What follows belongs to an exercise in optimizing a design on an open flow for small area and a short achievable clock period; a production flow would make more cautious choices. Function was checked by simulation only, so behaviour that the tests miss may differ from the original. Power figures rest on the tool's default switching activity, not on a simulated workload.

## CPU
module CPU(reset, clk, imem_addr, imem_data, mem_addr, mem_wdata, mem_rdata, mem_read, mem_write);
input reset, clk;
output [31:0] imem_addr;
input [31:0] imem_data;
output [31:0] mem_addr;
output [31:0] mem_wdata;
input [31:0] mem_rdata;
output mem_read;
output mem_write;
reg [31:0] PC;
reg [31:0] ir;           
reg [31:0] pc4_id;       
reg [31:0] rf1n_id, rf2n_id;  
reg        hit1_id, hit2_id;  
reg        br_id, jmp_id, jr_id, und_id, sw_id, nas1_id, as2_id, nbs_id, link_id;
reg        exh_rs, exh_rt, memh_rs, memh_rt;
reg [31:0] d1_ex;        
reg [31:0] d2x_ex;       
reg [31:0] e_ex;         
reg        fwdA_ex, fwdB_ex, fwdS_ex;
reg        mrd_ex, mwr_ex, rw_ex, mv_ex, wv_ex, link_ex;
reg [4:0]  wreg_ex;
reg        sub_ex, add_ex, slt_ex, sh_ex, k1_ex, k2_ex, k3_ex;
reg [1:0]  sop_ex;
reg [31:0] outZ_mem, d2_mem;
reg        mrd_mem, mwr_mem, mv_mem, wv_mem, link_mem;
reg [4:0]  wreg_mem;
reg [31:0] wdatan_wb;
reg [31:0] rf [1:31];
reg [31:1] rvalid;
wire ifflush;
wire [4:0] wreg;
wire [4:0] nrs = imem_data[25:21];
wire [4:0] nrt = imem_data[20:16];
wire [30:0] sel1, sel2;
wire [31:0] rf1n_if, rf2n_if;
rf_dec dc1 (.n(nrs), .valid(rvalid), .sel(sel1));
rf_dec dc2 (.n(nrt), .valid(rvalid), .sel(sel2));
genvar gj, gb;
generate
    for (gb = 0; gb < 32; gb = gb + 1) begin : rdcol
        wire [30:0] col;
        for (gj = 1; gj < 32; gj = gj + 1) begin : c
            assign col[gj-1] = rf[gj][gb];
        end
        rf_rdbit_n u1 (.s(sel1), .d(col), .yn(rf1n_if[gb]));
        rf_rdbit_n u2 (.s(sel2), .d(col), .yn(rf2n_if[gb]));
    end
endgenerate
wire hit1_if = wv_mem && (wreg_mem == nrs);
wire hit2_if = wv_mem && (wreg_mem == nrt);
wire [31:0] ir_next = ifflush ? 32'h0 : imem_data;
wire n_br, n_jmp, n_jr, n_und, n_sw, n_as1, n_as2, n_link;
  ...
export LEC_CHECK = 0
export CAP_MARGIN = 20
export CORE_MARGIN = 2
export CORE_UTILIZATION = 40
export PLACE_DENSITY = 0.72
export SLEW_MARGIN = 20
export SYNTH_HIERARCHICAL = 1
create_clock -name core_clock -period 10.0 [get_ports {clk}]
standard.sh (not shown) runs the stock make flow with config.mk's settings and CLKGATE_MAP_FILE= SYNTH_SCRIPT=/design/flow/synth_recipe.tcl, a recipe that flattens the netlist after the stock synthesis.
==> flow/flow/run.sh <==
#!/bin/bash
# Layout: the standard ORFS flow (standard.sh), with
#  - timing repair aimed below the clock period (repair_timing runs until the setup
#    slack reaches SETUP_SLACK_MARGIN),
#  - plain buffers on the ports instead of the delay cells buffer_ports picks,
#  - clock tree synthesis without dummy loads, with larger leaf clusters and only the
#    largest clock buffer, which needs fewer buffers in all.
# ORFS writes each step's full log under orfs/logs; make's own output goes to flow.log.
set -euo pipefail
bash standard.sh \
    SETUP_SLACK_MARGIN=6.5 \
    "BUFFER_PORTS_ARGS=-buffer_cell sky130_fd_sc_hd__buf_2" \
    "CTS_ARGS=-sink_clustering_enable -repair_clock_nets -dont_use_dummy_load -buf_list sky130_fd_sc_hd__clkbuf_16 -sink_clustering_size 20 -sink_clustering_max_diameter 100" \
    finish > flow.log 2>&1
The first run completed without violations.
Then changed:
--- a/flow/flow/run.sh
+++ b/flow/flow/run.sh
@@ -9,5 +9,5 @@
 set -euo pipefail
 bash standard.sh \
-    SETUP_SLACK_MARGIN=6.5 \
+    SETUP_SLACK_MARGIN=6.7 \
     "BUFFER_PORTS_ARGS=-buffer_cell sky130_fd_sc_hd__buf_2" \
     "CTS_ARGS=-sink_clustering_enable -repair_clock_nets -dont_use_dummy_load -buf_list sky130_fd_sc_hd__clkbuf_16 -sink_clustering_size 20 -sink_clustering_max_diameter 100" \
Settings changed: PLACE_DENSITY 0.72 to unset.
The changed run produced a clean layout.
Design area grows by 4.6%.
Worst setup slack gains 150 ps.
Routed wire length grows by 18%.
Critical path depth shrinks by 1.
Final cell count grows by 2.5%.
Power grows by 5.1%.
Non-clock buffer count grows by 162.

---

Starting RTL as in the previous note.
export LEC_CHECK = 0
export CAP_MARGIN = 20
export CORE_MARGIN = 2
export CORE_UTILIZATION = 40
export SLEW_MARGIN = 20
export SYNTH_HIERARCHICAL = 1
create_clock -name core_clock -period 10.0 [get_ports {clk}]
==> flow/flow/run.sh <==
#!/bin/bash
# Layout: the standard ORFS flow (standard.sh), with
#  - timing repair aimed below the clock period (repair_timing runs until the setup
#    slack reaches SETUP_SLACK_MARGIN),
#  - plain buffers on the ports instead of the delay cells buffer_ports picks,
#  - clock tree synthesis without dummy loads, with larger leaf clusters and only the
#    largest clock buffer, which needs fewer buffers in all.
# ORFS writes each step's full log under orfs/logs; make's own output goes to flow.log.
set -euo pipefail
bash standard.sh \
    SETUP_SLACK_MARGIN=6.2 \
    "BUFFER_PORTS_ARGS=-buffer_cell sky130_fd_sc_hd__buf_2" \
    "CTS_ARGS=-sink_clustering_enable -repair_clock_nets -dont_use_dummy_load -buf_list sky130_fd_sc_hd__clkbuf_16 -sink_clustering_size 20 -sink_clustering_max_diameter 100" \
    finish > flow.log 2>&1
The baseline finished clean.
Then changed:
--- a/flow/flow/run.sh
+++ b/flow/flow/run.sh
@@ -10,3 +10,3 @@
 bash standard.sh \
-    SETUP_SLACK_MARGIN=6.2 \
+    SETUP_SLACK_MARGIN=6.5 \
     "BUFFER_PORTS_ARGS=-buffer_cell sky130_fd_sc_hd__buf_2" \
- CAP_MARGIN: 20 -> 5
- SLEW_MARGIN: 20 -> 5
This time the run finished but fails on antenna violations.
Total power grows by 0.71%.
Area after synthesis does not change.
Via count rose by 0.39%.
Sequential power climbs by about 2%.
Setup slack gains 350 ps.
Final cell count hardly moves.

-- afterwards: timing with drivers on the ports --
The results above use ideal ports. As a check the final layouts listed here were re-extracted and re-timed, cells and wires unchanged.
Step 1 (the two cells are an assumption about what drives the block):
set clk [get_ports {clk}]
set_driving_cell -lib_cell sky130_fd_sc_hd__clkbuf_16 $clk
set_driving_cell -lib_cell sky130_fd_sc_hd__buf_2 [delete_from_list [all_inputs] $clk]
Step 2 adds t to the input delays and takes it off the output delays; t is the mean of the earliest and latest rising clock arrival at the registers after step 1. Input paths then give back, and output paths get back, about the clock's delay inside the block.
a / b / c = ideal / step 1 / step 2; a / b = the first two.
| run | t (ns) | setup WS [ns] | worst setup path at the end |
|---|---|---|---|
| the first run of note 1 | 0.772 | 6.403 / 6.306 / 5.534 | input to register |
| the second run of note 1 | 0.793 | 6.550 / 6.488 / 5.695 | input to register |
| the first run of note 2 | 0.780 | 6.125 / 6.127 / 5.347 | input to register |
| the second run of note 2 | 0.780 | 6.470 / 6.392 / 5.612 | input to register |
The setup slack of the first run of note 1, which loses most, moves by -0.097 ns with the drivers and by -0.869 ns with both steps.
